Background: an optimization exercise with open tools, aiming at small area, a short achievable clock period and few clock cycles. Do not read the settings as production practice. The RTL was checked by simulation tests, not by an equivalence proof against the original design. Power figures rest on the tool's default switching activity, not on a simulated workload.

===== constraint.sdc =====
create_clock -name core_clock -period 22.0 [get_ports {CLK}]
set_input_delay 4.4000 -clock core_clock [delete_from_list [all_inputs] [get_ports {CLK}]]
set_output_delay 4.4000 -clock core_clock [all_outputs]
set_load 0.01 [all_outputs]

===== design.v =====
`timescale 1ns / 1ps
module CPU(
    input CLK,
    input RST,
    output [31:0] imem_addr,  
    input [31:0] imem_data,  
    output [31:0] dmem_addr,  
    output [31:0] dmem_wdata,  
    output dmem_we,  
    input [31:0] dmem_rdata,  
    output halted  
    );
    localparam [5:0] ADDU = 6'b000000, SUBU = 6'b000001, ADDIU = 6'b000010, OR = 6'b010000,
                     AND = 6'b010001, ORI = 6'b010010, SLL = 6'b011000, SLTU = 6'b100110,
                     SLTIU = 6'b100111, SW = 6'b110000, LW = 6'b110001, BEQ = 6'b110100,
                     JUMP = 6'b111000, JR = 6'b111001, JAL = 6'b111010, HALT = 6'b111111;
    reg [29:0] pc;               
    reg [29:0] ras;              
    reg [31:0] dir;              
    reg [29:0] dpc;              
    reg dv;                      
    reg [31:0] xir;              
    reg [29:0] xpc1;             
    reg [31:0] xa, xb;           
    reg xfa, xfb;                
    reg [4:0] xdst;              
    reg xv;                      
    reg dpred, xpred;            
    reg [31:0] mres, mst;        
    reg mwe, mld;                
    reg [4:0] mdst;              
    reg halt_r;
    reg [31:0] rf [0:31];        
    reg [31:0] rv;               
    assign imem_addr = {pc, 2'b00};
    wire [29:0] pc1 = pc + 30'd1;
    wire [5:0] f_op = imem_data[31:26];
    wire f_j = f_op == JUMP || f_op == JAL;
    wire f_jr = f_op == JR;
    wire [6:0] f_lo = {1'b0, pc1[5:0]} + {1'b0, imem_data[5:0]};
    wire f_bt = f_op == BEQ && imem_data[25:21] == imem_data[20:16] &&
                imem_data[15:6] == 10'h000 && !f_lo[6];
    wire [29:0] f_btgt = {pc1[29:6], f_lo[5:0]};
    wire [5:0] d_op = dir[31:26];
    wire [4:0] d_rs = dir[25:21], d_rt = dir[20:16], d_rd = dir[15:11];
    wire [29:0] d_pc1 = dpc + 30'd1;
    wire d_rtype = d_op == ADDU || d_op == SUBU || d_op == OR || d_op == AND || d_op == SLTU || d_op == SLL;
    wire d_iwrt = d_op == ADDIU || d_op == ORI || d_op == SLTIU || d_op == LW;
    wire d_use_rs = d_rtype && d_op != SLL || d_iwrt || d_op == SW || d_op == BEQ || d_op == JR;
    wire d_use_rt = d_rtype || d_op == SW || d_op == BEQ;
    wire [4:0] d_dst = d_rtype ? d_rd : d_iwrt ? d_rt : d_op == JAL ? 5'd31 : 5'd0;
    reg [31:0] rf_a, rf_b;
    integer i;
    always @* begin
        rf_a = 32'b0;
        rf_b = 32'b0;
        for (i = 1; i < 32; i = i + 1) begin
            rf_a = rf_a | (rf[i] & {32{rv[i] && d_rs == i}});
            rf_b = rf_b | (rf[i] & {32{rv[i] && d_rt == i}});
        end
    end
    wire a_x = d_rs == xdst && xdst != 5'd0;
    wire b_x = d_rt == xdst && xdst != 5'd0;
    wire a_m = d_rs == mdst && mdst != 5'd0;
    wire b_m = d_rt == mdst && mdst != 5'd0;
    wire [31:0] wdat = mld ? dmem_rdata : mres;
    wire [31:0] d_a = a_m ? wdat : rf_a;
    wire [31:0] d_b = b_m ? wdat : rf_b;
    wire d_replay = dv & xv & xir[31:26] == LW & (d_use_rs & a_x | d_use_rt & b_x);
    wire [5:0] op = xir[31:26];
    wire [4:0] sh = xir[10:6];
    wire [31:0] sx = {{16{xir[15]}}, xir[15:0]};
    wire [31:0] zx = {16'b0, xir[15:0]};
    wire i_or = op == OR, i_and = op == AND, i_sltu = op == SLTU, i_sll = op == SLL;
    wire i_subu = op == SUBU, i_addiu = op == ADDIU, i_ori = op == ORI, i_sltiu = op == SLTIU;
    wire i_lw = op == LW, i_sw = op == SW, i_beq = op == BEQ;
    wire i_jr = op == JR, i_jal = op == JAL, i_halt = op == HALT;
    wire [31:0] A = xfa ? mres : xa;
    wire [31:0] B = xfb ? mres : xb;
    wire imm_op = i_addiu | i_ori | i_sltiu | i_lw | i_sw;
    wire [31:0] Bp = imm_op ? (i_ori ? zx : sx) : B;
    wire sub = i_subu | i_sltu | i_sltiu;
    wire [32:0] sum = {1'b0, A} + {1'b0, Bp ^ {32{sub}}} + {32'b0, sub};
    wire lt = ~sum[32];
    wire [31:0] res =
        (i_or | i_ori) ? (A | Bp) :
        i_and ? (A & B) :
        (i_sltu | i_sltiu) ? {31'b0, lt} :
        i_sll ? (B << sh) :
        i_jal ? {xpc1, 2'b00} :
        sum[31:0];
    wire eq = A == B;
    wire [29:0] x_btgt = xpc1 + sx[29:0];
    wire x_mis = xv & (i_beq & (eq ^ xpred) | i_jr & A[31:2] != dpc);
    wire [29:0] x_tgt = i_jr ? A[31:2] : eq ? x_btgt : xpc1;
    wire x_halt = xv & i_halt;
    wire ovr = x_mis | d_replay;
    wire [29:0] pc_ovr = x_mis ? x_tgt : dpc;
    wire s_j = ~ovr & f_j;
    wire s_bt = ~ovr & ~f_j & f_bt;
    wire s_jr = ~ovr & ~f_j & ~f_bt & f_jr;
    wire s_seq = ~ovr & ~f_j & ~f_bt & ~f_jr;
    wire [29:0] pc_next = {30{ovr}} & pc_ovr | {30{s_j}} & {pc1[29:26], imem_data[25:0]} |
                          {30{s_bt}} & f_btgt | {30{s_jr}} & ras | {30{s_seq}} & pc1;
    wire kill = x_mis | x_halt | halt_r;
    always @(posedge CLK or posedge RST)
        if (RST) begin
            pc <= 30'b0;
            dv <= 1'b0;
            xv <= 1'b0;
            xdst <= 5'b0;
            mwe <= 1'b0;
            mld <= 1'b0;
            mdst <= 5'b0;
            halt_r <= 1'b0;
        end else begin
            if (x_halt) halt_r <= 1'b1;
            pc <= pc_next;
            dv <= ~(kill | d_replay);
            xv <= dv & ~(kill | d_replay);
            xdst <= dv & ~(kill | d_replay) ? d_dst : 5'd0;
            mwe <= xv & i_sw;
            mld <= xv & i_lw;
            mdst <= xv ? xdst : 5'd0;
        end
    always @(posedge CLK) begin
        if (d_op == JAL) ras <= d_pc1;
        dir <= imem_data;
        dpc <= pc;
        xir <= dir;
        xpc1 <= d_pc1;
        dpred <= f_j | f_bt | f_jr;
        xpred <= dpred;
        xa <= d_a;
        xb <= d_b;
        xfa <= a_x;
        xfb <= b_x;
        mres <= res;
        mst <= B;
    end
    always @(posedge CLK or posedge RST)
        if (RST) rv <= 32'b0;
        else if (mdst != 5'd0) rv[mdst] <= 1'b1;
    always @(posedge CLK)
        if (mdst != 5'd0) rf[mdst] <= wdat;
    assign dmem_addr = mres;
    assign dmem_wdata = mst;
    assign dmem_we = mwe;
    assign halted = halt_r;
endmodule

===== run.sh =====
#!/bin/bash
# synth_recipe.tcl (not shown) runs the flow's synth.tcl, then flattens the netlist and writes it again
# the make line also repeats each setting of config.mk as NAME=value (left out here)
make -C /OpenROAD-flow-scripts/flow DESIGN_CONFIG=/design/flow/config.mk WORK_HOME=/design/flow/orfs CLKGATE_MAP_FILE= SYNTH_SCRIPT=/design/flow/synth_recipe.tcl finish

===== config.mk =====
export PLATFORM = sky130hd
export DESIGN_NAME = CPU
export DESIGN_NICKNAME = CPU
export VERILOG_FILES = /design/flow/design.v
export SDC_FILE = /design/flow/constraint.sdc
export NUM_CORES = 4
export LEC_CHECK = 0
export CAP_MARGIN = 20
export CORE_MARGIN = 2
export CORE_UTILIZATION = 40
export SLEW_MARGIN = 20

==> flow_metrics.tcl, run 1 <==
set metrics [dict create \
    period_minus_slack_ps 6570 \
    cts_resized 0 \
    finalSetupTns_ps 0 \
    vias 52775 \
    finalWirelength_um 305000 \
    slew_headroom_pct 13.6 \
    cp_slowest_cell "dfxtp_1" \
    io_buffer_count 161 \
    ys.warnings.count 1 \
    min_from "dir[10]" \
    tightest_slew_ps 1260 \
    layoutNonFillerInstCount 7046 \
    cpPeakStageDelay_ps 690 \
    firstDrtPassIters 13 \
    tritoncts "done" \
    critPathArrivalTime_ps 2170 \
    die-width_um 397 \
    p_leak_nw 24.6 \
    critPathCaptureType "output pin" \
    slew_violations 0 \
    drv_cap 0 \
    die_h_um 397 \
    nets 5048 \
    die_area_mm2 0.158 \
    netlist_instances 4815 \
    fin_skew_ps 67.6 \
    r2r-start "xir[27]" \
    path_delay_family "flip-flops" \
    synth_cell_types 88 \
    antenna_found_initial 14 \
    synth-seq-cells 1344 \
    std_cell_rows 144 \
    grt_pass1_vias 49351 \
    htreeDepth 4 \
    rsz0062_at_grt "no" \
    finalHoldViolations 0 \
    status "no timing/DRC/antenna violations" \
    drive_above_1_share_pct 11.3 \
    powerDensity_mw_per_mm2 95.9 \
    fin_hold_ws_ps 326 \
    globalRoute.totalOverflow 0 \
    grt_max_degree 65 \
    holdBufCountCts 0 \
    path_class "flip-flop to output pin" \
    synthesis.area_mm2 0.0619 \
    clockBufferDepth 3 \
    viasPerCell 7.49 \
    hp-class "flip-flop to flip-flop" \
    drt_iter0_markers 11929 \
    drc_errors 0 \
    grt_pass1_wl_um 408000 \
    crit_path_max_fanout 6 \
    required_ps 17600 \
    cts_setup_buffers 0 \
    startpoint "mres[16]" \
    synth_edf_count 1022 \
    cts-buffers-inserted 138 \
    ys.flop_type "edfxtp_1" \
    area_delta_synth_final_pct 14.4 \
    core_area_mm2 0.154 \
    ioPinCount 164 \
    clkTransAtPathRegs_ps 60 \
    finalCritPeriodShare_pct 29.9 \
    yosysSeqAreaShare_pct 60.6 \
    hpwl_um 171000 \
    irDropWorstVdd_v 0.0000628 \
    place_congestion 0.971 \
    crit_buf_inv 1 \
    cts_root_buf "clkbuf_16" \
    crit_chain "clkdlybuf4s50_1" \
    finalSetupViolCount 0 \
    maxClockFrequency_mhz 152 \
    insertion_delay_ps 830 \
    track_usage_pct 37.4 \
    ant_nets 0 \
    critPathLaunchType "flip-flop" \
    clock-sinks 1344 \
    fin_util_pct 46.0 \
    avgRoutedWirePerCell_um 43.3 \
    initial_core_util_pct 40.2 \
    async_flop_share_pct 5.65 \
    placed_cells 6777 \
    synth.avg_cell_area_um2 12.9 \
]
==> routing by layer <==
metal | track usage (%) | routed length (um) | up-vias | part of all wire [%]
met3 | 15.5 | 47400 | 1724 | 16
li1 | - | - | 19858 | -
met5 | 1.12 | 388 | - | 0.13
met2 | 55.2 | 127000 | 5575 | 42
met4 | 27.3 | 30200 | 18 | 9.9
met1 | 43.6 | 99900 | 25600 | 33
==> cell usage in the layout, fill, tap and decap left out, drive strengths merged, types with 82 or more instances in the layout <==
cell type / netlist / layout
a221oi: 462 / 462
a22o: 454 / 454
o21ai: 97 / 97
and3: 82 / 82
nand2: 234 / 234
clkbuf: 327 / 175
xnor2: 139 / 139
a21oi: 183 / 183
inv: 105 / 117
dfxtp: 246 / 246
ha: 105 / 105
mux2i: 106 / 106
nor2: 139 / 139
nor3: 119 / 119
clkdlybuf4s50: 0 / 161
buf: 53 / 137
edfxtp: 1022 / 1022
nand4: 151 / 151
==> synthesized netlist by cell type (all sizes together) (12+ instances only) <==
cell       n  area, um2
mux2      48        541
nand2    234        878
nor3     119        607
nand4    151        945
xnor2    139       1220
mux2i    106       1080
ha       105       1310
a21o      32        240
nand2b    15       93.8
a22oi     39        293
dfrtp     76       1900
mux4      26        586
dfxtp    246       4920
nor4      22        138
clkbuf   327       1230
a22o     454       3980
nor2b     21        131
inv      105        394
buf       53        254
nor2     139        529
a222oi    73        731
a31oi     31        194
nand3     78        390
o211ai    53        398
and2      21        131
xor2      50        438
a221oi   462       4050
a21oi    183        920
edfxtp  1022      30700
and3      82        513
o21ai     97        485
o221ai    12        105
o21bai    38        285
a211oi    29        223
==> state kept, by name (all words and copies together), names as in the netlist, 31 cells and up <==
signal and count:
mres 32, rv 31, dir 32, mst 32
xb 32, xa 32, rf 992
==> power by group <==
group	total [mW]	internal (mW)	switching, mW
registers	3.22	2.97	0.255
clock network	2.47	1.39	1.09
logic	1.09	0.406	0.688
total	6.79	4.76	2.03
==> worst paths after layout <==
path / endpoint / slack (ps) / cells after the start
worst max-delay path: dmem_addr[16] / 15430 / 1
worst min-delay path: xir[10] / 330 / 0
worst max register to register: mres[24] / 16080 / 16
worst min register to register: xir[10] / 330 / 0
max in group asynchronous: mld / 16960 / 3
min in group asynchronous: pc[25] / 3840 / 2
==> final cells by class <==
class	count	area, um2
sequential	1344	37500
fill	13739	83000
clock buffer	175	3720
timing repair buffer	298	2650
tap	2044	2560
inverter	105	395
antenna	12	30.0
clock inverter	81	1000
multi-input combinational	2987	23000
==> stage by stage <==
stage	instance area, um2	setup slack [ps]	total power [mW]
5_1_grt	70800	15380	6.96
6_report	70800	15430	6.79
3_3_place_gp	66100	14780	4.32
3_5_place_dp	66100	14890	4.32
2_1_floorplan	61900	15660	3.77
4_1_cts	70800	15350	6.74
==> cells by family after synthesis <==
logic type               after synthesis  synth area share [%]
flip-flops                          1344                  60.6
adder cells (fa/ha/maj)              108                  2.22
AO/OA/AOI/OAI                       1579                  20.3
AND/OR/NAND/NOR                      929                  7.64
multiplexers                         180                  3.56
other                                  1               0.00606
XOR/XNOR                             189                  2.67
buffers and inverters                485                  3.03
==> worst register-to-register path, cell delays in order (launching register included) <==
cell and delay (ps):
dfxtp_1 580, and4bb_2 290, a211oi_2 480, or2_2 840, mux2i_1 430, xnor2_1 140
ha_1 380, o21ai_0 130, a21boi_0 520, nor2_1 150, a211oi_1 460, nor3_1 170
o21ai_0 410, a211oi_1 160, xnor2_1 200, a221oi_1 330, a31oi_1 140
Testbench counts, summed over its fixed seeds: cycles 34,766.
==> inputs of run 2 (changes only) <==
==> flow/run.sh (new file) <==
#!/bin/bash
set -euo pipefail
export SETUP_SLACK_MARGIN=16
bash standard.sh finish > flow_make.log 2>&1
==> standard.sh (new file) <==
#!/bin/bash
# synth_recipe.tcl (not shown) runs the flow's synth.tcl, then flattens the netlist and writes it again
# the make line also repeats each setting of config.mk as NAME=value (left out here)
make -C /OpenROAD-flow-scripts/flow DESIGN_CONFIG=/design/flow/config.mk WORK_HOME=/design/flow/orfs CLKGATE_MAP_FILE= SYNTH_SCRIPT=/design/flow/synth_recipe.tcl "${@:-finish}"
removed: run.sh
==> run 2 against run 1 <==
Effect of this change: flip-flop and latch count did not move; total power increased by 0.82%; global-route usage is 0.53 points higher; critical path depth is 2 higher; fmax rose by 9.7%; synthesized cell count is the same; largest cell class unchanged; synthesized area unchanged; count of clock-buffer cells in the layout unchanged; critical path type is now input pin to flip-flop; first-iteration DRC count is 1.8% lower.
==> flow_metrics.tcl, run 2 <==
set metrics [dict create \
    status "no timing/DRC/antenna violations" \
    yosysSeqAreaShare_pct 60.6 \
    cts_root_buf "clkbuf_16" \
    async_flop_share_pct 5.65 \
    holdBufCountCts 0 \
    antenna_found_initial 23 \
    globalRoute.totalOverflow 0 \
    path_class "input pin to flip-flop" \
    clock-sinks 1344 \
    finalCritPeriodShare_pct 27.2 \
    clockBufferDepth 3 \
    firstDrtPassIters 13 \
    drc_errors 0 \
    tightest_slew_ps 1370 \
    powerDensity_mw_per_mm2 96.0 \
    r2r-start "xfa" \
    worst_slack_ps 16010 \
    crit_buf_inv 2 \
    irDropWorstVdd_v 0.0000624 \
    clkTransAtPathRegs_ps 60 \
    htreeDepth 4 \
    vias 53082 \
    grt_max_degree 52 \
    avgRoutedWirePerCell_um 43.8 \
    crit_chain "clkdlybuf4s50_1 -> mux2i_1 -> inv_1" \
    synth_edf_count 1022 \
    critPathLaunchType "input pin" \
    dp_slack_ps 14720 \
    grt_pass1_vias 49771 \
    regMostFlops "rf" \
    yosysMostFrequentCell "edfxtp_1" \
    synth_cell_types 88 \
    synth_top_area_share_pct 49.6 \
    placedInstanceArea_mm2 0.0661 \
    layout_common_cells "edfxtp_1 (1022), a221oi_1 (462), a22o_1 (454)" \
    fillers 13719 \
    fin_skew_ps 45.0 \
    ys.flop_type "edfxtp_1" \
    area_delta_synth_final_pct 15.2 \
    holdPathStages 0 \
    path_delay_family "buffers and inverters" \
    insertion_delay_ps 830 \
    cp_slowest_cell "mux2i_1" \
    hp-class "flip-flop to flip-flop" \
    finalSetupViolCount 0 \
    slew_headroom_pct 7.98 \
    core_area_mm2 0.154 \
    io_buffer_count 161 \
    synthesis.area_mm2 0.0619 \
    critPathCaptureType "flip-flop" \
    synth.avg_cell_area_um2 12.9 \
    fin_util_pct 46.4 \
    grt_pass1_wl_um 414000 \
    holdPathEnd "xir[10]" \
    cts-buffers-inserted 141 \
    crit_path_max_fanout 31 \
    finalSetupTns_ps 0 \
    stdcell_area_mm2 0.0713 \
    synth-seq-cells 1344 \
    r2r_slack_ps 16100 \
    layoutNonFillerInstCount 7092 \
    synth_commonest_cells "edfxtp_1 (1022), a221oi_1 (462), a22o_1 (454)" \
    critPathArrivalTime_ps 6370 \
    drv_cap 0 \
    finalHoldViolations 0 \
    synth_top_area_cell "edfxtp_1" \
    viasPerCell 7.48 \
    die-width_um 397 \
    maxClockFrequency_mhz 167 \
    track_usage_pct 38.0 \
    die_area_mm2 0.158 \
    initial_core_util_pct 40.2 \
    netlist_top_cells_area "edfxtp_1 (50%), dfxtp_1 (8.0%), a221oi_1 (6.5%)" \
    slew_violations 0 \
    ys.warnings.count 1 \
    min_from "dir[10]" \
    drt_iter0_markers 11719 \
    ioPinCount 164 \
    total_power_mw 6.85 \
    layout_commonest_cell "edfxtp_1" \
    required_ps 22380 \
    largest_reg_flops 992 \
    place_congestion 0.984 \
    std_cell_rows 144 \
    fin_hold_ws_ps 327 \
    hpwl_um 177000 \
    drive_above_1_share_pct 13.3 \
    finalWirelength_um 311000 \
    placed_cells 6787 \
    reg2reg_depth 16 \
    ant_nets 0 \
    r2r-end "pc[24]" \
    die_h_um 397 \
    period_minus_slack_ps 5990 \
    cpPeakStageDelay_ps 750 \
    netlist_instances 4815 \
    tritoncts "done" \
    nets 5100 \
    rsz0062_at_grt "no" \
    p_leak_nw 25.3 \
]
[run 2: worst max-delay path by stage]
stage / cells past startpoint / slack [ps] / to / start
floorplan: 13 / 16000 / pc[3] / imem_data[0]
global placement: 7 / 14780 / pc[24] / imem_data[30]
detailed placement: 7 / 14720 / pc[24] / imem_data[28]
CTS: 1 / 15800 / dmem_addr[16] / mres[16]
global route: 1 / 16010 / dmem_addr[7] / mres[7]
finish: 3 / 16010 / rf[20][17] / dmem_rdata[17]
[run 2: timing repair]
item,in CTS,in global routing
setup endpoints to repair,135,124
buffers inserted,35,2
cloned,1,1
pin swaps,0,1
resized for setup,176,15
[run 2: per-layer routing]
layer	global-route usage, %	routed length, um
met3	15.2	48000
met4	29.0	30300
met2	56.3	131000
met1	43.8	101000
met5	1.21	476
[run 2: cells by family after synthesis]
group           after synthesis  share of synthesized area, %
compound gates             1579                          20.3
mux                         180                          3.56
simple gates                929                          7.64
fa+ha+maj                   108                          2.22
buf+inv                     485                          3.03
flops                      1344                          60.6
other cells                   1                       0.00606
xor+xnor                    189                          2.67
[run 2: area by class of cell]
type                       count  area (um2)  share of cell area [%]
inverter                     105         400                   0.561
antenna                       10        25.0                  0.0351
multi-input combinational   2989       23100                    32.3
tap                         2044        2560                    3.59
clock inverter                80         966                    1.35
clock buffer                 175        3780                    5.30
timing repair buffer         345        2910                    4.08
sequential                  1344       37600                    52.8
[run 2: report_power, final]
part	total (mW)	leakage [nW]	switching (mW)	internal, mW
clock	2.49	2.31	1.10	1.39
combinational	1.14	10.6	0.732	0.406
sequential	3.22	12.4	0.237	2.98
total	6.85	25.3	2.07	4.78
==> inputs of run 3 (changes only) <==
==> flow/run.sh (replaced) <==
#!/bin/bash
set -euo pipefail
export SETUP_SLACK_MARGIN=16.4
export BUFFER_PORTS_ARGS="-buffer_cell sky130_fd_sc_hd__buf_2"
bash standard.sh finish > flow_make.log 2>&1
==> run 3 against run 2 <==
Effect of this change: design area barely moved; flip-flop and latch count unchanged; hold slack got worse by 2.2 ps; utilization hardly changed; synthesized area stayed put; first-iteration DRC count up 5.3%; critical path type is now flip-flop to output pin; critical endpoint is now imem_addr[28]; largest cell class unchanged; highest routed layer unchanged.
==> flow_metrics.tcl, run 3 <==
set metrics [dict create \
    core_area_mm2 0.154 \
    finalSetupTns_ps 0 \
    regMostFlops "rf" \
    finalCritPeriodShare_pct 26.4 \
    globalRoute.totalOverflow 0 \
    largest_reg_flops 992 \
    synth_edf_count 1022 \
    yosys.area_share.adder_pct 2.22 \
    std_cell_rows 144 \
    tightest_slew_ps 1220 \
    async_flop_share_pct 5.65 \
    drv_cap 0 \
    rsz0062_at_grt "yes" \
    drc_errors 0 \
    htreeDepth 4 \
    layoutNonFillerInstCount 7107 \
    slew_violations 0 \
    viasPerCell 7.46 \
    synthSimpleGateAreaFrac_pct 7.64 \
    fin_hold_ws_ps 325 \
    initial_core_util_pct 40.2 \
    insertion_delay_ps 830 \
    clock-sinks 1344 \
    total_power_mw 6.83 \
    io_buffer_count 161 \
    finalSetupViolCount 0 \
    finalWirelength_um 305000 \
    synth_xor_area_share_pct 2.67 \
    die_h_um 397 \
    synth_top_family_by_area "compound AO/OA/AOI/OAI gates" \
    layout_commonest_cell "edfxtp_1" \
    grt_max_degree 67 \
    synth_cell_types 88 \
    seqCellArea_mm2 0.0377 \
    yosysSeqAreaShare_pct 60.6 \
    drive_above_1_share_pct 17.7 \
    grt_pass1_vias 50094 \
    cpPeakStageDelay_ps 460 \
    required_ps 17600 \
    synth.avg_cell_area_um2 12.9 \
    antenna_found_initial 10 \
    grt_pass1_wl_um 410000 \
    place_congestion 1.01 \
    firstDrtPassIters 12 \
    synth_top_area_cell "edfxtp_1" \
    status "no timing/DRC/antenna violations" \
    critPathLaunchType "flip-flop" \
    synth_top_area_share_pct 49.6 \
    tritoncts "done" \
    drt_iter0_markers 12345 \
    period_minus_slack_ps 5810 \
    placed_cells 6770 \
    synthesis.area_mm2 0.0619 \
    irDropWorstVdd_v 0.0000890 \
    ys.flop_type "edfxtp_1" \
    yosysMostFrequentCell "edfxtp_1" \
    die-width_um 397 \
    netlist_instances 4815 \
    powerDensity_mw_per_mm2 95.8 \
    hp-class "flip-flop to flip-flop" \
    track_usage_pct 37.5 \
    die_area_mm2 0.158 \
    slew_headroom_pct 18.4 \
    nets 5119 \
    synthMuxAreaShare_pct 3.56 \
    synth_compound_area_share_pct 20.3 \
    cp_slowest_cell "dfrtp_2" \
    fillers 13638 \
    p_leak_nw 25.2 \
    ys.warnings.count 1 \
    fin_skew_ps 56.0 \
    netlist_top_cells_area "edfxtp_1 (50%), dfxtp_1 (8.0%), a221oi_1 (6.5%)" \
    critPathCaptureType "output pin" \
    crit_chain "buf_6" \
    cts-buffers-inserted 136 \
    multi_input_area_mm2 0.0232 \
    crit_path_max_fanout 2 \
    maxClockFrequency_mhz 172 \
    crit_buf_inv 1 \
    area_delta_synth_final_pct 15.2 \
    vias 53047 \
    synth-seq-cells 1344 \
    layout_common_cells "edfxtp_1 (1022), a221oi_1 (462), a22o_1 (454)" \
    finalHoldViolations 0 \
    stdcell_area_mm2 0.0713 \
    clockBufferDepth 3 \
    ioPinCount 164 \
    ant_nets 0 \
    path_class "flip-flop to output pin" \
    clkTransAtPathRegs_ps 60 \
    placedInstanceArea_mm2 0.0653 \
    critPathArrivalTime_ps 1410 \
    synth_commonest_cells "edfxtp_1 (1022), a221oi_1 (462), a22o_1 (454)" \
    avgRoutedWirePerCell_um 43.0 \
    path_delay_family "flip-flops" \
    cts_root_buf "clkbuf_16" \
    holdBufCountCts 0 \
    hpwl_um 168000 \
]
-- run 3: cell types whose count changed in the layout (fill, tap and decap cells not counted), sizes merged, moves of 2 or more --
cell,before,now
dlymetal6s2s,2,0
diode,10,8
dlygate4sd2,93,0
bufinv,13,11
clkdlybuf4s15,2,0
clkinv,53,45
buf,184,369
clkdlybuf4s50,64,0
nor3,119,121
-- run 3: kinds of logic (layout without fill, tap and decap cells) --
family | count (synthesis) | count (layout)
compound gates | 1579 | 1579
flops | 1344 | 1344
simple gates | 929 | 931
buf+inv | 485 | 722
xor+xnor | 189 | 189
mux | 180 | 180
fa+ha+maj | 108 | 108
other cells | 1 | 10
-- run 3: cell type report --
cell class | count | share of cell area (%)
diodes | 8 | 0.0281
clock buffers | 176 | 5.13
clock inverters | 72 | 1.20
inverters | 105 | 0.558
multi-input cells | 2989 | 32.5
flip-flops and latches | 1344 | 52.9
well taps | 2044 | 3.59
repair buffers | 369 | 4.07
-- run 3: per-layer routing --
metal | vias up | routed length (um) | GRT usage, %
li1 | 19996 | - | -
met1 | 25713 | 99300 | 43.3
met2 | 5602 | 128000 | 55.3
met3 | 1724 | 48000 | 15.7
met4 | 12 | 29800 | 27.8
met5 | - | 234 | 0.393
-- run 3: what timing repair did --
action / CTS / global route
pin swaps: 4 / 6
setup buffers: 70 / 9
cloned: 2 / 0
setup endpoints to repair: 150 / 293
gates resized for setup: 216 / 21
-- run 3: report_power, final --
part | internal (mW) | total, mW | switching, mW
clock network | 1.32 | 2.39 | 1.07
logic | 0.457 | 1.22 | 0.759
registers | 2.98 | 3.22 | 0.242
-- run 3: final timing paths --
kind                            slack [ps]  startpoint       endpoint  depth (start not counted)
worst max-delay path                 16190      pc[26]  imem_addr[28]                          1
worst min register to register         320      dir[8]         xir[8]                          0
worst min-delay path                   320      dir[8]         xir[8]                          0
worst max register to register       16550         xfa         pc[22]                         16
min in group asynchronous             3560         RST          pc[3]                          2
max in group asynchronous            17160         RST            mld                          3
-- run 3: metrics by stage --
step / setup slack [ps] / utilization [%]
floorplan: 16070 / -
finish: 16190 / 46.3
global placement: 15320 / 42.5
global route: 16190 / 46.3
CTS: 16170 / 46.2
detailed placement: 15230 / 42.5
==> inputs of run 4 (changes only) <==
--- a/flow/run.sh
+++ b/flow/run.sh
@@ -4,2 +4,3 @@
 export BUFFER_PORTS_ARGS="-buffer_cell sky130_fd_sc_hd__buf_2"
+export CTS_ARGS="-sink_clustering_enable -repair_clock_nets -dont_use_dummy_load"
 bash standard.sh finish > flow_make.log 2>&1
==> run 4 against run 3 <==
Effect of this change: clock power fell by 16%; critical path depth did not move; synthesized cell count did not move; count of clock-buffer cells in the layout fell by 40; sequential power barely moved; total power fell by 5.5%; still clean; hold slack improved by 8.1 ps; cell count fell by 1.5%; synthesized area did not move; clock skew rose by 45 ps; die area did not move.
==> flow_metrics.tcl, run 4 <==
set metrics [dict create \
    clock_power_share_pct 31.2 \
    avgRoutedWirePerCell_um 43.6 \
    insertion_delay_ps 820 \
    regMostFlops "rf" \
    finalSetupViolCount 0 \
    place_congestion 1.01 \
    initial_core_util_pct 40.2 \
    required_ps 17600 \
    ys.flop_type "edfxtp_1" \
    maxClockFrequency_mhz 173 \
    path_class "flip-flop to output pin" \
    io_buffer_count 161 \
    fillers 13716 \
    synth_top_area_share_pct 49.6 \
    viasPerCell 7.54 \
    total_power_mw 6.46 \
    drv_cap 0 \
    fin_skew_ps 101 \
    power.share.sequential_pct 49.9 \
    synth.avg_cell_area_um2 12.9 \
    layout_common_cells "edfxtp_1 (1022), a221oi_1 (462), a22o_1 (454)" \
    globalRoute.totalOverflow 0 \
    status "no timing/DRC/antenna violations" \
    firstDrtPassIters 10 \
    synth_edf_count 1022 \
    r2r-end "pc[22]" \
    ys.warnings.count 1 \
    netlist_top_cells_area "edfxtp_1 (50%), dfxtp_1 (8.0%), a221oi_1 (6.5%)" \
    hpwl_um 168000 \
    die_h_um 397 \
    layout_commonest_cell "edfxtp_1" \
    crit_path_max_fanout 6 \
    grt_pass1_wl_um 409000 \
    p_leak_nw 24.7 \
    slew_violations 0 \
    stdcell_area_mm2 0.0702 \
    rsz0062_at_grt "yes" \
    placed_cells 6770 \
    finalCritPeriodShare_pct 26.2 \
    synth_commonest_cells "edfxtp_1 (1022), a221oi_1 (462), a22o_1 (454)" \
    grt_max_degree 67 \
    yosysSeqAreaShare_pct 60.6 \
    period_minus_slack_ps 5770 \
    antenna_found_initial 9 \
    tritoncts "done" \
    die-width_um 397 \
    switching_power_mw 1.94 \
    power_switching_share_pct 30.0 \
    holdPathEnd "xir[8]" \
    vias 52806 \
    synth_cell_types 88 \
    grt_pass1_vias 49791 \
    crit_buf_inv 1 \
    drt_iter0_markers 11540 \
    reg2reg_depth 16 \
    cp_slowest_cell "dfrtp_2" \
    async_flop_share_pct 5.65 \
    ant_nets 0 \
    synth_top_area_cell "edfxtp_1" \
    nets 5122 \
    dp_slack_ps 15230 \
    synth-seq-cells 1344 \
    layoutNonFillerInstCount 7000 \
    largest_reg_flops 992 \
    fin_hold_ws_ps 333 \
    drive_above_1_share_pct 16.8 \
    critPathCaptureType "output pin" \
    clock-sinks 1344 \
    htreeDepth 4 \
    area_delta_synth_final_pct 13.4 \
    std_cell_rows 144 \
    core_area_mm2 0.154 \
    track_usage_pct 37.4 \
    finalSetupTns_ps 0 \
    cts_root_buf "clkbuf_16" \
    crit_chain "buf_6" \
    finalWirelength_um 305000 \
    worst_slack_ps 16230 \
    ioPinCount 164 \
    fin_util_pct 45.6 \
    yosysMostFrequentCell "edfxtp_1" \
    r2r-start "xfa" \
    drc_errors 0 \
    r2r_slack_ps 16520 \
    power_frac_comb_pct 18.9 \
    irDropWorstVdd_v 0.0000881 \
    p_int_mw 4.52 \
    holdPathStages 0 \
    critPathLaunchType "flip-flop" \
    holdBufCountCts 0 \
    hp-class "flip-flop to flip-flop" \
    tightest_slew_ps 1210 \
    min_from "dir[8]" \
    finalHoldViolations 0 \
    clockBufferDepth 3 \
    slew_headroom_pct 19.0 \
    clkTransAtPathRegs_ps 60 \
    cpPeakStageDelay_ps 450 \
    die_area_mm2 0.158 \
    synthesis.area_mm2 0.0619 \
    critPathArrivalTime_ps 1370 \
    path_delay_family "flip-flops" \
    netlist_instances 4815 \
    cts-buffers-inserted 136 \
    placedInstanceArea_mm2 0.0653 \
    powerDensity_mw_per_mm2 92.0 \
]
## run 4: cell counts after synthesis
Identical to the previous run, type by type.
## run 4: how the worst max path moves through the flow
stage / from / end / depth (start not counted)
after global routing: pc[12] / imem_addr[14] / 1
after global placement: imem_data[6] / pc[3] / 9
after floorplan: imem_data[0] / pc[3] / 13
after CTS: pc[12] / imem_addr[14] / 1
after detailed placement: imem_data[6] / pc[3] / 9
final: pc[12] / imem_addr[14] / 1
## run 4: layer usage
| metal | track usage [%] | part of all wire [%] |
|---|---|---|
| met2 | 55.7 | 42 |
| met1 | 43.2 | 32 |
| met4 | 27.3 | 9.4 |
| met5 | 0.666 | 0.10 |
| met3 | 15.6 | 16 |
## run 4: logic make-up (layout without fill, tap and decap cells)
group / count (synthesis) / count (layout) / synth area share [%]
compound gates: 1579 / 1579 / 20.3
xor+xnor: 189 / 189 / 2.67
fa+ha+maj: 108 / 108 / 2.22
buf+inv: 485 / 613 / 3.03
flops: 1344 / 1344 / 60.6
mux: 180 / 180 / 3.56
other cells: 1 / 12 / 0.00606
simple gates: 929 / 931 / 7.64
## run 4: area by class of cell
type                            count  area, um2  area share [%]
Timing Repair inverter              2       15.0          0.0214
Tap cell                         2044       2560            3.64
Multi-Input combinational cell   2989      23200            33.1
Inverter                          105        405           0.577
Timing Repair Buffer              370       2900            4.13
Sequential cell                  1344      37700            53.7
Clock buffer                      136       3400            4.85
Antenna cell                       10       25.0          0.0356
## run 4: what timing repair did
action                                  in CTS  in global routing
endpoints found under the hold margin        0                  0
pin swaps                                    4                  7
buffers inserted                            68                 12
endpoints found under the setup margin     181                223
resized for setup                          218                 21
cloned                                       2                  2
## run 4: power by group through the flow
stage | Combinational, mW | Clock, mW | Sequential [mW]
6_report | 1.22 | 2.01 | 3.22
5_1_grt | 1.29 | 2.09 | 3.22
4_1_cts | 1.16 | 2.00 | 3.21
3_5_place_dp | 1.00 | 0 | 3.28
3_3_place_gp | 0.992 | 0 | 3.29
2_1_floorplan | 0.646 | 0 | 3.13
==> inputs of run 5 (changes only) <==
==> flow/run.sh (replaced) <==
#!/bin/bash
set -euo pipefail
export SETUP_SLACK_MARGIN=16.4
export BUFFER_PORTS_ARGS="-buffer_cell sky130_fd_sc_hd__buf_2"
export CTS_ARGS="-sink_clustering_enable -repair_clock_nets -dont_use_dummy_load -sink_clustering_size 24 -sink_clustering_max_diameter 100"
bash standard.sh finish > flow_make.log 2>&1
==> run 5 against run 4 <==
Effect of this change: hold slack improved by 6.0 ps; design area is 2.6% lower; count of clock-buffer cells in the layout down 67; global-route usage fell by 0.29 points; via count down 1.1%; clock power down 31%; die area is the same; largest cell class unchanged; register-to-register slack better by 80 ps; fmax up 0.84%; sequential share of layout area rose by 1.4 points; still clean on timing, DRC and antenna; routed wire length is 0.55% lower.
==> flow_metrics.tcl, run 5 <==
set metrics [dict create \
    status "no timing/DRC/antenna violations" \
    netlist_instances 4815 \
    cp_slowest_cell "dfrtp_2" \
    core_area_mm2 0.154 \
    largest_reg_flops 992 \
    crit_cells 1 \
    globalRoute.totalOverflow 0 \
    place_congestion 1.01 \
    finalSetupTns_ps 0 \
    synth_top_area_share_pct 49.6 \
    yosysSeqAreaShare_pct 60.6 \
    netlist_top_cells_area "edfxtp_1 (50%), dfxtp_1 (8.0%), a221oi_1 (6.5%)" \
    drt_iter0_markers 12313 \
    io_buffer_count 161 \
    crit_path_max_fanout 2 \
    fin_util_pct 44.5 \
    crit_buf_inv 1 \
    finalWirelength_um 303000 \
    synth_edf_count 1022 \
    critPathArrivalTime_ps 1320 \
    initial_core_util_pct 40.2 \
    std_cell_rows 144 \
    ys.warnings.count 1 \
    slew_violations 0 \
    grt_pass1_wl_um 406000 \
    period_minus_slack_ps 5720 \
    dp_slack_ps 15230 \
    cpPeakStageDelay_ps 470 \
    area_delta_synth_final_pct 10.5 \
    track_usage_pct 37.1 \
    avgRoutedWirePerCell_um 43.7 \
    insertion_delay_ps 720 \
    fin_skew_ps 76.1 \
    ant_nets 0 \
    stdcell_area_mm2 0.0684 \
    ioPinCount 164 \
    min_from "dir[7]" \
    fin_hold_ws_ps 339 \
    drive_above_1_share_pct 15.6 \
    drc_errors 0 \
    synth.avg_cell_area_um2 12.9 \
    antenna_found_initial 11 \
    synth_cell_types 88 \
    yosysMostFrequentCell "edfxtp_1" \
    holdBufCountCts 0 \
    path_delay_family "flip-flops" \
    rsz0062_at_grt "yes" \
    reg2reg_depth 16 \
    clock-sinks 1344 \
    holdPathEnd "xir[7]" \
    synth-seq-cells 1344 \
    synth_commonest_cells "edfxtp_1 (1022), a221oi_1 (462), a22o_1 (454)" \
    hp-class "flip-flop to flip-flop" \
    grt_pass1_vias 49252 \
    cts_root_buf "clkbuf_16" \
    tritoncts "done" \
    critPathLaunchType "flip-flop" \
    die_area_mm2 0.158 \
    tightest_slew_ps 1170 \
    r2r_slack_ps 16600 \
    placedInstanceArea_mm2 0.0653 \
    layout_commonest_cell "edfxtp_1" \
    irDropWorstVdd_v 0.0000619 \
    path_class "flip-flop to output pin" \
    firstDrtPassIters 10 \
    synthesis.area_mm2 0.0619 \
    total_power_mw 5.80 \
    cts-buffers-inserted 69 \
    die_h_um 397 \
    grt_max_degree 67 \
    hpwl_um 168000 \
    viasPerCell 7.54 \
    htreeDepth 3 \
    worst_slack_ps 16280 \
    vias 52242 \
    finalCritPeriodShare_pct 26.0 \
    layoutNonFillerInstCount 6931 \
    drv_cap 0 \
    ys.flop_type "edfxtp_1" \
    p_leak_nw 23.8 \
    holdPathStages 0 \
    finalHoldViolations 0 \
    finalSetupViolCount 0 \
    critPathCaptureType "output pin" \
    crit_chain "buf_6" \
    clkTransAtPathRegs_ps 90 \
    r2r-start "xfa" \
    r2r-end "pc[22]" \
    slew_headroom_pct 21.2 \
    powerDensity_mw_per_mm2 84.8 \
    regMostFlops "rf" \
    nets 5056 \
    async_flop_share_pct 5.65 \
    layout_common_cells "edfxtp_1 (1022), a221oi_1 (462), a22o_1 (454)" \
    die-width_um 397 \
    placed_cells 6770 \
    required_ps 17600 \
    clockBufferDepth 3 \
    synth_top_area_cell "edfxtp_1" \
    maxClockFrequency_mhz 175 \
]
-- run 5: cell count changes in the layout (fill, tap and decap cells not counted), sizes merged --
cell    previous run  this run
diode             10         7
buf              370       371
clkbuf           136        69
-- run 5: power by group --
group | leakage (nW) | switching, mW | total [mW] | internal [mW]
combinational | 10.6 | 0.758 | 1.21 | 0.450
clock | 0.850 | 0.819 | 1.38 | 0.563
sequential | 12.4 | 0.240 | 3.22 | 2.98
total | 23.8 | 1.82 | 5.80 | 3.99
-- run 5: final cells by class --
class | count | area, um2
Fill cell | 13884 | 85400
Sequential cell | 1344 | 37700
Multi-Input combinational cell | 2989 | 23200
Timing Repair Buffer | 371 | 2790
Tap cell | 2044 | 2560
Clock buffer | 69 | 1730
Inverter | 105 | 408
Antenna cell | 7 | 17.5
Timing Repair inverter | 2 | 12.5
-- run 5: timing repair --
item | 4_1_cts | 5_1_grt
setup buffers | 68 | 13
cloned | 2 | 2
endpoints found under the setup margin | 209 | 251
pin swaps | 4 | 7
gates resized for setup | 182 | 25
-- run 5: cell families (layout without fill, tap and decap cells) --
logic type                 Yosys count  in the layout  share of synthesized area (%)
AOI/OAI and AO/OA                 1579           1579                           20.3
buffers and inverters              485            547                           3.03
xor gates and xnor gates           189            189                           2.67
and+or+nand+nor                    929            931                           7.64
DFF                               1344           1344                           60.6
muxes                              180            180                           3.56
adders and majority gates          108            108                           2.22
other                                1              9                        0.00606
-- run 5: layer usage --
metal	vias to the layer above	track usage (%)	wire length [um]
met5	-	0.908	264
met4	14	26.8	28800
met3	1642	15.1	48500
met2	5549	55.2	127000
met1	25312	43.2	98400
li1	19725	-	-
-- run 5: how the worst max path moves through the flow --
| stage | startpoint | to | slack [ps] |
|---|---|---|---|
| after floorplan | imem_data[0] | pc[3] | 16070 |
| after global placement | imem_data[6] | pc[3] | 15320 |
| after detailed placement | imem_data[6] | pc[3] | 15230 |
| after CTS | pc[26] | imem_addr[28] | 16260 |
| after global routing | pc[26] | imem_addr[28] | 16260 |
| final | pc[26] | imem_addr[28] | 16280 |
==> inputs of run 6 (changes only) <==
--- a/config.mk
+++ b/config.mk
@@ -9,3 +9,3 @@
 export CORE_MARGIN = 2
-export CORE_UTILIZATION = 40
+export CORE_UTILIZATION = 55
 export SLEW_MARGIN = 20
==> run 6 against run 5 <==
Effect of this change: register-to-register slack lost 50 ps; fmax grew 0.19%; clock skew rose by 22 ps; largest power group unchanged; highest routed layer unchanged; flip-flop and latch count is the same.
==> flow_metrics.tcl, run 6 <==
set metrics [dict create \
    status "no timing/DRC/antenna violations" \
    crit_path_max_fanout 31 \
    globalRoute.totalOverflow 0 \
    rsz0062_at_grt "yes" \
    period_minus_slack_ps 5710 \
    clkTransAtPathRegs_ps 90 \
    clock-sinks 1344 \
    regMostFlops "rf" \
    synth_top_area_share_pct 49.6 \
    finalSetupViolCount 0 \
    crit_buf_inv 2 \
    core_area_mm2 0.112 \
    ioPinCount 164 \
    drv_cap 0 \
    cp_slowest_cell "mux2i_1" \
    synth_top_area_cell "edfxtp_1" \
    critPathArrivalTime_ps 5940 \
    io_buffer_count 161 \
    ys.warnings.count 1 \
    holdPathEnd "xir[0]" \
    r2r-start "xfa" \
    powerDensity_mw_per_mm2 85.4 \
    synth_commonest_cells "edfxtp_1 (1022), a221oi_1 (462), a22o_1 (454)" \
    nets 5071 \
    std_cell_rows 123 \
    viasPerCell 8.24 \
    area_delta_synth_final_pct 9.34 \
    required_ps 22240 \
    path_class "input pin to flip-flop" \
    hp-class "flip-flop to flip-flop" \
    netlist_instances 4815 \
    cts_root_buf "clkbuf_16" \
    layout_common_cells "edfxtp_1 (1022), a221oi_1 (462), a22o_1 (454)" \
    firstDrtPassIters 10 \
    finalCritPeriodShare_pct 25.9 \
    drt_iter0_markers 11577 \
    critPathCaptureType "flip-flop" \
    antenna_found_initial 17 \
    ant_nets 0 \
    r2r-end "pc[24]" \
    cpPeakStageDelay_ps 740 \
    die_area_mm2 0.115 \
    finalHoldViolations 0 \
    avgRoutedWirePerCell_um 46.5 \
    vias 52799 \
    tightest_slew_ps 1300 \
    finalSetupTns_ps 0 \
    p_leak_nw 24.0 \
    finalWirelength_um 298000 \
    hpwl_um 173000 \
    grt_pass1_vias 48784 \
    synth.avg_cell_area_um2 12.9 \
    fin_skew_ps 98.5 \
    synth_edf_count 1022 \
    irDropWorstVdd_v 0.0000793 \
    initial_core_util_pct 55.3 \
    drc_errors 0 \
    async_flop_share_pct 5.65 \
    yosysMostFrequentCell "edfxtp_1" \
    netlist_top_cells_area "edfxtp_1 (50%), dfxtp_1 (8.0%), a221oi_1 (6.5%)" \
    track_usage_pct 50.1 \
    r2r_slack_ps 16550 \
    grt_pass1_wl_um 398000 \
    slew_violations 0 \
    place_congestion 1.02 \
    drive_above_1_share_pct 15.9 \
    die_h_um 340 \
    clockBufferDepth 3 \
    grt_max_degree 66 \
    reg2reg_depth 15 \
    tritoncts "done" \
    path_delay_family "buffers and inverters" \
    dp_slack_ps 15340 \
    crit_chain "buf_2 -> mux2i_1 -> inv_1" \
    ys.flop_type "edfxtp_1" \
    maxClockFrequency_mhz 175 \
    min_from "dir[0]" \
    largest_reg_flops 992 \
    worst_slack_ps 16290 \
    htreeDepth 3 \
    die-width_um 340 \
    slew_headroom_pct 12.5 \
    synthesis.area_mm2 0.0619 \
    insertion_delay_ps 720 \
    synth_cell_types 88 \
    cts-buffers-inserted 69 \
    synth-seq-cells 1344 \
    layout_commonest_cell "edfxtp_1" \
    holdPathStages 0 \
    yosysSeqAreaShare_pct 60.6 \
    critPathLaunchType "input pin" \
]
-- run 6: power breakdown --
group	leakage [nW]	internal [mW]	switching (mW)
clock	0.850	0.563	0.817
sequential	12.4	2.97	0.213
combinational	10.7	0.451	0.761
-- run 6: cell type report --
class / instances / area (um2)
fillers: 9028 / 44300
flip-flops and latches: 1344 / 37700
multi-input cells: 2988 / 23200
repair buffers: 387 / 2790
well taps: 1500 / 1880
clock buffers: 69 / 1730
inverters: 105 / 408
diodes: 15 / 37.5
repair inverters: 2 / 15.0
-- run 6: worst max path at each step --
stage | from | end | slack (ps) | depth (start not counted)
CTS | pc[29] | imem_addr[31] | 16300 | 1
floorplan | imem_data[0] | pc[3] | 16070 | 13
finish | dmem_rdata[10] | rf[13][10] | 16290 | 3
global placement | imem_data[6] | pc[3] | 15390 | 9
global route | pc[29] | imem_addr[31] | 16290 | 1
detailed placement | imem_data[28] | pc[4] | 15340 | 7
-- run 6: logic make-up (layout without fill, tap and decap cells) --
| kind of cell | after synthesis | count (layout) | share of synthesized area, % |
|---|---|---|---|
| mux | 180 | 180 | 3.56 |
| flops | 1344 | 1344 | 60.6 |
| other cells | 1 | 17 | 0.00606 |
| fa+ha+maj | 108 | 108 | 2.22 |
| compound gates | 1579 | 1579 | 20.3 |
| simple gates | 929 | 930 | 7.64 |
| buf+inv | 485 | 563 | 3.03 |
| xor+xnor | 189 | 189 | 2.67 |
-- run 6: repair_timing --
item | in CTS | in global routing
endpoints found under the setup margin | 171 | 231
buffers inserted | 57 | 18
hold buffers | 0 | 0
gates resized for setup | 151 | 31
gates cloned | 0 | 3
pin swaps | 1 | 10
-- run 6: layer usage --
layer  vias to the layer above  track usage [%]  wire length, um
met5                         -             1.80              434
met4                        28             38.9            31800
met1                     25438             59.4            96400
met2                      5768             72.9           123000
li1                      19763                -                -
met3                      1802             19.7            46300
-- run 6: worst register-to-register path, delay by kind of cell (launching register included) --
family,cells,cell delay (ps)
xor gates and xnor gates,1,220
AOI/OAI and AO/OA,3,810
buffers and inverters,3,1120
muxes,1,880
and+or+nand+nor,6,1570
DFF,1,330
adders and majority gates,1,400
-- run 6: through the flow --
stage	cells	hold slack (ps)	total power, mW	utilization (%)	instance area, um2
after global routing	6396	330	5.90	60.4	67700
after floorplan	4816	310	3.78	-	62100
after CTS	6373	329	5.68	60.1	67400
after global placement	6247	311	4.26	57.8	64700
after detailed placement	6247	314	4.27	57.8	64700
final	6410	329	5.78	60.4	67700
==> inputs of run 7 (changes only) <==
--- a/config.mk
+++ b/config.mk
@@ -9,3 +9,3 @@
 export CORE_MARGIN = 2
-export CORE_UTILIZATION = 55
+export CORE_UTILIZATION = 60
 export SLEW_MARGIN = 20
==> run 7 against run 6 <==
Effect of this change: critical path depth stayed put; setup slack better by 27 ps; first-iteration DRC count is 14% higher; sequential share of layout area is 0.29 points higher; non-clock buffer count is 9 lower; count of clock-buffer cells in the layout is 1 lower; register-to-register slack better by 60 ps; via count is 0.77% higher; flip-flop and latch count stayed put; design area is 0.56% lower.
==> flow_metrics.tcl, run 7 <==
set metrics [dict create \
    status "no timing/DRC/antenna violations" \
    drv_cap 0 \
    hpwl_um 164000 \
    rsz0062_at_grt "yes" \
    cts_root_buf "clkbuf_16" \
    initial_core_util_pct 60.7 \
    tightest_slew_ps 1390 \
    die_h_um 325 \
    grt_pass1_wl_um 386000 \
    die_area_mm2 0.106 \
    finalWirelength_um 287000 \
    netlist_top_cells_area "edfxtp_1 (50%), dfxtp_1 (8.0%), a221oi_1 (6.5%)" \
    p_int_mw 3.97 \
    htreeDepth 3 \
    largest_reg_flops 992 \
    placed_cells 6115 \
    avgRoutedWirePerCell_um 45.9 \
    ys.flop_type "edfxtp_1" \
    finalSetupViolCount 0 \
    crit_chain "buf_2 -> mux2i_1 -> inv_1" \
    netlist_instances 4815 \
    finalCritPeriodShare_pct 25.8 \
    std_cell_rows 117 \
    nets 5065 \
    power_frac_comb_pct 20.9 \
    layout_common_cells "edfxtp_1 (1022), a221oi_1 (462), a22o_1 (454)" \
    async_flop_share_pct 5.65 \
    ant_nets 0 \
    placedInstanceArea_mm2 0.0645 \
    critPathCaptureType "flip-flop" \
    powerDensity_mw_per_mm2 85.3 \
    layout_commonest_cell "edfxtp_1" \
    place_congestion 1.02 \
    vias 53206 \
    power.share.sequential_pct 55.5 \
    crit_path_max_fanout 31 \
    fin_util_pct 66.0 \
    track_usage_pct 52.6 \
    slew_violations 0 \
    synth_commonest_cells "edfxtp_1 (1022), a221oi_1 (462), a22o_1 (454)" \
    antenna_found_initial 16 \
    die-width_um 325 \
    synth_top_area_share_pct 49.6 \
    holdBufCountCts 0 \
    slew_headroom_pct 6.76 \
    period_minus_slack_ps 5680 \
    fin_hold_ws_ps 336 \
    layoutNonFillerInstCount 6263 \
    io_buffer_count 161 \
    synthesis.area_mm2 0.0619 \
    dp_slack_ps 15350 \
    p_leak_nw 23.8 \
    finalHoldViolations 0 \
    yosysSeqAreaShare_pct 60.6 \
    drt_iter0_markers 13247 \
    grt_max_degree 60 \
    switching_power_mw 1.77 \
    cpPeakStageDelay_ps 760 \
    clockBufferDepth 3 \
    grt_pass1_vias 48771 \
    finalSetupTns_ps 0 \
    synth-seq-cells 1344 \
    synth_cell_types 88 \
    ioPinCount 164 \
    required_ps 22290 \
    clock_power_share_pct 23.7 \
    maxClockFrequency_mhz 176 \
    stdcell_area_mm2 0.0673 \
    cp_slowest_cell "mux2i_1" \
    tritoncts "done" \
    drive_above_1_share_pct 15.6 \
    total_power_mw 5.74 \
    insertion_delay_ps 720 \
    irDropWorstVdd_v 0.0000862 \
    cts-buffers-inserted 68 \
    regMostFlops "rf" \
    clock-sinks 1344 \
    viasPerCell 8.50 \
    drc_errors 0 \
    fin_skew_ps 112 \
    synth_top_area_cell "edfxtp_1" \
    globalRoute.totalOverflow 0 \
    yosysMostFrequentCell "edfxtp_1" \
    core_area_mm2 0.102 \
    area_delta_synth_final_pct 8.73 \
    power_switching_share_pct 30.9 \
    critPathArrivalTime_ps 5970 \
    firstDrtPassIters 13 \
    synth.avg_cell_area_um2 12.9 \
    hp-class "flip-flop to flip-flop" \
    path_class "input pin to flip-flop" \
    ys.warnings.count 1 \
    critPathLaunchType "input pin" \
    clkTransAtPathRegs_ps 90 \
    worst_slack_ps 16320 \
    synth_edf_count 1022 \
]
## run 7: cell counts after synthesis
No cell type changed its count.
## run 7: timing repair
item	CTS	global route
setup buffers	56	11
resized for setup	120	42
pin swaps	3	9
cloned	1	6
setup endpoints to repair	108	297
## run 7: metal layers
layer  part of all wire (%)  global-route usage [%]  up-vias
met5                   0.15                    1.45        -
met1                     31                    62.6    25171
met3                     17                    23.5     2084
met2                     40                    73.8     6185
met4                     11                    42.0       34
li1                       -                       -    19732
## run 7: logic make-up after synthesis
group                      share of synthesized area [%]
muxes                                               3.56
DFF                                                 60.6
xor gates and xnor gates                            2.67
AOI/OAI and AO/OA                                   20.3
buffers and inverters                               3.03
other                                            0.00606
adders and majority gates                           2.22
and+or+nand+nor                                     7.64
## run 7: critical path, delay by kind of cell
family / cells / cell delay (ps)
muxes: 1 / 760
buffers and inverters: 2 / 790
## run 7: cell type report
cell class	count	area, um2
inverter	105	418
fill	7526	34700
multi-input combinational	2989	23100
clock buffer	68	1700
sequential	1344	37700
tap	1368	1710
antenna	6	15.0
timing repair buffer	378	2660
timing repair inverter	5	37.5
## run 7: path summary, 6_finish.rpt
path | from | endpoint | slack (ps) | depth (start not counted)
worst max-delay path | dmem_rdata[4] | rf[13][4] | 16320 | 3
worst min-delay path | dir[5] | xir[5] | 340 | 0
worst max register to register | xfa | pc[24] | 16610 | 16
worst min register to register | dir[5] | xir[5] | 340 | 0
max in group asynchronous | RST | pc[24] | 16960 | 3
min in group asynchronous | RST | pc[27] | 3770 | 2
## run 7: power by group through the flow
stage | combinational (mW) | sequential [mW] | clock [mW]
after floorplan | 0.646 | 3.13 | 0
after CTS | 1.13 | 3.17 | 1.34
after detailed placement | 1.00 | 3.25 | 0
final | 1.20 | 3.18 | 1.36
after global placement | 0.995 | 3.25 | 0
after global routing | 1.26 | 3.18 | 1.42

## port drivers added, routing unchanged
The results above use ideal ports. As a check the final layouts listed here were re-extracted and re-timed, cells and wires unchanged.
Step 1: set_driving_cell puts a clkbuf_16 on CLK and a buf_2 on each other input, an assumption about the parent block.
Step 2 moves the port delays by t, midway between the first and last clock arrival at a register: inputs arrive t later, outputs are due t later. That takes back most of the time a late clock gives input paths.
a / b / c = no drivers / after step 1 / after step 2; a / b = the first two.
run	shift t [ns]	setup slack, ns	worst register clock-pin slew, ns
run 1	0.872	15.427 / 15.347 / 14.805	0.07 / 0.07
run 2	0.887	16.008 / 15.944 / 15.180	0.08 / 0.08
run 3	0.881	16.185 / 16.104 / 15.590	0.07 / 0.07
run 4	0.852	16.234 / 16.154 / 15.562	0.07 / 0.07
run 5	0.775	16.282 / 16.202 / 15.595	0.10 / 0.10
run 6	0.743	16.293 / 16.237 / 15.607	0.11 / 0.11
run 7	0.747	16.321 / 16.251 / 15.627	0.10 / 0.10
After both steps every run listed still meets setup and hold. For run 2, which loses most, drivers alone change the setup slack by -0.064 ns; drivers and shift together by -0.828 ns.
